This design comes from an exercise in tuning for small area and a short achievable clock period on the open sky130 flow, not from production work.
Power is estimated from default activity; no workload was simulated.

==> flow/design.v (excerpt) <==
module awstm(
        pps,
        tevt,
        evt,
        rst_n,
        clk
    );
Size: roughly 1100 cells after synthesis, ~130 flip-flops, ~67 I/O pins, roughly 9700 um2 of cells after synthesis.
==> module awstm, before the edit <==
module awstm(
        pps,
        tevt,
        evt,
        rst_n,
        clk
    );
    input pps;
    input [31:0] tevt;
    output [31:0] evt;
    input rst_n;
    input clk;
    reg r_pps;
    reg r_pps_lock;
    reg [14:0] r_k;           
    reg [26:0] r_td;
    reg [16:0] r_awstm;
    reg [30:0] r_tmev_next;
    reg [17:0] r_set_tmev;    
    reg [10:0] r_tcor;
    reg [7:0]  r_tcor_max;    
    wire evt_pps = pps & ~r_pps;
    assign evt = {r_set_tmev[17], 14'd0, r_set_tmev[16:0]};
    wire        low_zero = ~|r_td[18:0];
    wire [6:0]  a = (r_td[25:19] ^ {7{r_td[26]}}) + {6'd0, r_td[26] & low_zero};
    wire [6:0]  t1;
    wire [6:0]  t2;
    assign t1[6] = a[6];
    assign t1[5:0] = a[6:1] | a[5:0];
    assign t2[6] = t1[6];
    assign t2[5:0] = t1[6:1] ^ t1[5:0];
    wire [7:0]  tcm_next = {~(t1[1] & t1[2]), t2[0], t2[1], t2[2], t2[3], t2[4], t2[5], t2[6]};
    wire tcor_ge = r_tcor[10:3] >= r_tcor_max;
    wire [10:0] tcor_next = tcor_ge ? 11'd0 : tcor_p1;
    wire cor_eq = (r_tcor == {r_tcor_max, 3'd0});
    wire k_to = r_k[14] & ~r_k[12] & ~r_k[9] & ~r_k[8] & ~r_k[7] & ~r_k[2] & ~r_k[1] & ~r_k[0];
    wire [14:0] k_m1;
    wire [10:0] tcor_p1;
    genvar gk;
    generate
        for (gk = 0; gk < 15; gk = gk + 1) begin : g_k
            if (gk == 0) begin : g0
                assign k_m1[gk] = ~r_k[gk];
            end else begin : gn
                assign k_m1[gk] = r_k[gk] ^ ~(|r_k[gk-1:0]);
            end
        end
        for (gk = 0; gk < 11; gk = gk + 1) begin : g_tc
            if (gk == 0) begin : g0
                assign tcor_p1[gk] = ~r_tcor[gk];
            end else begin : gn
                assign tcor_p1[gk] = r_tcor[gk] ^ (&r_tcor[gk-1:0]);
            end
        end
    endgenerate
    wire cor = ~aws_wrap & cor_eq;
    wire inc0 = cor_eq & r_td[26];
    wire inc2 = cor_eq & ~r_td[26];
    wire aws_wrap = (&r_awstm[16:15]) & (&r_awstm[10:9]) & r_awstm[7] & (r_awstm[5] | (&r_awstm[4:0]));
    wire        aws_c1 = inc2 | (~cor_eq & r_awstm[0]);
    wire [16:0] aws_sum;
    assign aws_sum[0] = r_awstm[0] ^ ~cor_eq;
    genvar gw;
    generate
        for (gw = 1; gw < 17; gw = gw + 1) begin : g_aws
            if (gw == 1) begin : g1
                assign aws_sum[gw] = r_awstm[gw] ^ aws_c1;
            end else begin : gn
                assign aws_sum[gw] = r_awstm[gw] ^ (aws_c1 & (&r_awstm[gw-1:1]));
            end
        end
    endgenerate
    wire [16:0] aws_next = aws_wrap ? 17'd0 : aws_sum;
    wire [14:0] td_l = r_td[14:0];
    wire [11:0] td_h = r_td[26:15];
    wire [15:0] pk_l = {1'b0, td_l} + {1'b0, r_k};
    wire [11:0] td_h_p = td_h + 12'd1;
    wire [11:0] td_h_m = td_h - 12'd1;
    wire [11:0] pk_h = (r_k[14] == pk_l[15]) ? td_h : (pk_l[15] ? td_h_p : td_h_m);
    wire [14:0] pm_l = td_l + {{14{~r_td[26]}}, 1'b1};
    wire        pm_c = r_td[26] ? (&td_l) : ~|td_l;
    wire [11:0] pm_h = pm_c ? (r_td[26] ? td_h_p : td_h_m) : td_h;
    wire [26:0] td_pk = {pk_h, pk_l[14:0]};
    wire [26:0] td_pm = {pm_h, pm_l};
    wire [16:0] tm_l = r_tmev_next[16:0];
    wire        tm_hz = ~|r_tmev_next[30:17];
    wire        tm_ho = &r_tmev_next[30:17];
    wire        l_ones = &tm_l;
    wire [16:0] e = ~(tm_l ^ r_awstm);
    wire [16:0] q;
    assign q[16:0] = {e[16:1] ^ ~(r_awstm[15:0] | ~tm_l[15:0]), ~e[0]};
    wire        m_eq = tm_hz & (&e);
    wire        m_p1 = (&q) & (l_ones ? tm_ho : tm_hz);
    wire        match = m_eq | m_p1;
    wire        tm_gt = ~tm_hz | (tm_l > 17'd99999);
    wire [17:0] tm_sl = {1'b0, tm_l} + {1'b0, tevt[16:0]};
    wire [17:0] tm_dl = {1'b0, tm_l} + 18'd31073;
    wire [13:0] tm_h = r_tmev_next[30:17];
    wire [13:0] sum_h;
    wire [13:0] sub_h;
    genvar gt;
    generate
        for (gt = 0; gt < 14; gt = gt + 1) begin : g_tmh
            if (gt == 0) begin : g0
                assign sum_h[gt] = tevt[17] ^ tm_sl[17];
                assign sub_h[gt] = tm_h[gt] ^ ~tm_dl[17];
            end else begin : gn
                assign sum_h[gt] = tevt[17+gt] ^ (tm_sl[17] & (&tevt[16+gt:17]));
                assign sub_h[gt] = tm_h[gt] ^ (~tm_dl[17] & ~|tm_h[gt-1:0]);
            end
        end
    endgenerate
    wire [30:0] tm_sum = {sum_h, tm_sl[16:0]};
    wire [30:0] tm_sub = {sub_h, tm_dl[16:0]};
    wire [30:0] tm_keep = tm_gt ? tm_sub : {14'd0, tm_l};
    always @(posedge clk or negedge rst_n) begin
        if (rst_n == 1'b0) begin
            r_pps <= 1'b0;
            r_pps_lock <= 1'b0;
            r_k <= 15'd9999;
            r_td <= 27'd0;
            r_tcor <= 11'd0;
            r_tcor_max <= 8'd128;
            r_awstm <= 17'd0;
            r_tmev_next <= 31'd0;
            r_set_tmev <= 18'd0;
        end else begin
            r_pps <= pps;
            r_tcor_max <= tcm_next;
            r_tcor <= tcor_next;
            if (evt_pps) begin
                r_pps_lock <= 1'b1;
                r_k <= 15'd9999;
            end else if (k_to) begin
                r_pps_lock <= 1'b0;
                r_k <= 15'd4999;
            end else begin
                r_k <= k_m1;
            end
            if (cor)
                r_td <= td_pm;
            else if (evt_pps)
                r_td <= td_pk;
            r_awstm <= aws_next;
            if (match)
                r_set_tmev <= {r_pps_lock, r_awstm};
            r_tmev_next <= (match & ~tm_gt) ? tm_sum : tm_keep;
        end
    end
endmodule
export LEC_CHECK = 0
export CAP_MARGIN = 20
export CORE_MARGIN = 2
export CORE_UTILIZATION = 60
export CTS_BUF_LIST = sky130_fd_sc_hd__clkbuf_8
export PLACE_DENSITY = 0.75
export SETUP_SLACK_MARGIN = 2.9
export SLEW_MARGIN = 20
create_clock -name core_clock -period 6.0 [get_ports {clk}]
standard.sh (not shown) runs the stock make flow with config.mk's settings and CLKGATE_MAP_FILE= SYNTH_SCRIPT=/design/flow/synth_recipe.tcl, a recipe that flattens the netlist after the stock synthesis.
==> flow/flow/run.sh <==
#!/bin/bash
# Standard ORFS layout; the only change is the cell used to buffer the ports.
set -euo pipefail
bash standard.sh finish "BUFFER_PORTS_ARGS=-buffer_cell sky130_fd_sc_hd__buf_1" > make_finish.log 2>&1
Then changed:
--- a/flow/design.v
+++ b/flow/design.v
@@ -29,34 +29,15 @@
     assign t1[6] = a[6];
     assign t1[5:0] = a[6:1] | a[5:0];
     assign t2[6] = t1[6];
     assign t2[5:0] = t1[6:1] ^ t1[5:0];
     wire [7:0]  tcm_next = {~(t1[1] & t1[2]), t2[0], t2[1], t2[2], t2[3], t2[4], t2[5], t2[6]};
     wire tcor_ge = r_tcor[10:3] >= r_tcor_max;
-    wire [10:0] tcor_next = tcor_ge ? 11'd0 : tcor_p1;
+    wire [10:0] tcor_next = tcor_ge ? 11'd0 : r_tcor + 11'd1;
     wire cor_eq = (r_tcor == {r_tcor_max, 3'd0});
     wire k_to = r_k[14] & ~r_k[12] & ~r_k[9] & ~r_k[8] & ~r_k[7] & ~r_k[2] & ~r_k[1] & ~r_k[0];
-    wire [14:0] k_m1;
-    wire [10:0] tcor_p1;
-    genvar gk;
-    generate
-        for (gk = 0; gk < 15; gk = gk + 1) begin : g_k
-            if (gk == 0) begin : g0
-                assign k_m1[gk] = ~r_k[gk];
-            end else begin : gn
-                assign k_m1[gk] = r_k[gk] ^ ~(|r_k[gk-1:0]);
-            end
-        end
-        for (gk = 0; gk < 11; gk = gk + 1) begin : g_tc
-            if (gk == 0) begin : g0
-                assign tcor_p1[gk] = ~r_tcor[gk];
-            end else begin : gn
-                assign tcor_p1[gk] = r_tcor[gk] ^ (&r_tcor[gk-1:0]);
-            end
-        end
-    endgenerate
     wire cor = ~aws_wrap & cor_eq;
     wire inc0 = cor_eq & r_td[26];
     wire inc2 = cor_eq & ~r_td[26];
     wire aws_wrap = (&r_awstm[16:15]) & (&r_awstm[10:9]) & r_awstm[7] & (r_awstm[5] | (&r_awstm[4:0]));
     wire        aws_c1 = inc2 | (~cor_eq & r_awstm[0]);
     wire [16:0] aws_sum;
@@ -74,18 +55,18 @@
     wire [16:0] aws_next = aws_wrap ? 17'd0 : aws_sum;
     wire [14:0] td_l = r_td[14:0];
     wire [11:0] td_h = r_td[26:15];
     wire [15:0] pk_l = {1'b0, td_l} + {1'b0, r_k};
     wire [11:0] td_h_p = td_h + 12'd1;
     wire [11:0] td_h_m = td_h - 12'd1;
-    wire [11:0] pk_h = (r_k[14] == pk_l[15]) ? td_h : (pk_l[15] ? td_h_p : td_h_m);
     wire [14:0] pm_l = td_l + {{14{~r_td[26]}}, 1'b1};
     wire        pm_c = r_td[26] ? (&td_l) : ~|td_l;
-    wire [11:0] pm_h = pm_c ? (r_td[26] ? td_h_p : td_h_m) : td_h;
-    wire [26:0] td_pk = {pk_h, pk_l[14:0]};
-    wire [26:0] td_pm = {pm_h, pm_l};
+    wire        td_up = cor ? (r_td[26] & pm_c) : (evt_pps & pk_l[15] & ~r_k[14]);
+    wire        td_dn = cor ? (~r_td[26] & pm_c) : (evt_pps & ~pk_l[15] & r_k[14]);
+    wire [11:0] td_h_nx = td_up ? td_h_p : (td_dn ? td_h_m : td_h);
+    wire [14:0] td_l_nx = cor ? pm_l : pk_l[14:0];
     wire [16:0] tm_l = r_tmev_next[16:0];
     wire        tm_hz = ~|r_tmev_next[30:17];
     wire        tm_ho = &r_tmev_next[30:17];
     wire        l_ones = &tm_l;
     wire [16:0] e = ~(tm_l ^ r_awstm);
     wire [16:0] q;
@@ -133,18 +114,17 @@
                 r_pps_lock <= 1'b1;
                 r_k <= 15'd9999;
             end else if (k_to) begin
                 r_pps_lock <= 1'b0;
                 r_k <= 15'd4999;
             end else begin
-                r_k <= k_m1;
+                r_k <= r_k - 15'd1;
             end
-            if (cor)
-                r_td <= td_pm;
-            else if (evt_pps)
-                r_td <= td_pk;
+            r_td[26:15] <= td_h_nx;
+            if (cor | evt_pps)
+                r_td[14:0] <= td_l_nx;
             r_awstm <= aws_next;
             if (match)
                 r_set_tmev <= {r_pps_lock, r_awstm};
             r_tmev_next <= (match & ~tm_gt) ? tm_sum : tm_keep;
         end
     end
After rerunning:
- The new run completed without violations
- sequential share of layout area goes down by 1.1 points
- maximum frequency came out lower by 17%
- design area came out higher by 3.9%
- area after synthesis went down by about 1.1%
- setup slack loses 0.63 ns
- global-route usage goes up by 0.24 points
- via count rose by about 0.8%
- sequential power came out lower by 15%
- routed wire length went down by 0.46%
- cell count went up by about 3%
- non-clock buffer count came out higher by 37
- utilization goes up by 2.9 points
- clock-buffer cell count goes up by 1
- total power is lower by 5.9%
No run of this note included a check of the RTL's function; only the layout flow was run.

## port drivers added, routing unchanged
Ports are ideal in the flow. The routed layouts listed here were re-timed in OpenROAD. Step 1 (the two cells are an assumption about what drives the block):
set clk [get_ports {clk}]
set_driving_cell -lib_cell sky130_fd_sc_hd__clkbuf_16 $clk
set_driving_cell -lib_cell sky130_fd_sc_hd__buf_2 [delete_from_list [all_inputs] $clk]
Step 2 also shifts input and output timing later by t, the mid clock arrival at the registers, as if the neighbouring blocks saw the same clock. Three values: ideal, step 1, step 2; two values: the first two.
| run | shift t [ns] | slack for setup (ns) | worst setup path after step 2 | worst register clock-pin slew, ns |
|---|---|---|---|---|
| the first run | 0.493 | 2.890 / 2.890 / 2.545 | input to register | 0.08 / 0.08 |
| the second run | 0.479 | 2.261 / 2.261 / 2.061 | input to register | 0.09 / 0.09 |
After both steps setup and hold are still met in every run listed. For the first run, which loses most, drivers alone change the setup slack by 0.000 ns; drivers and shift together by -0.345 ns.
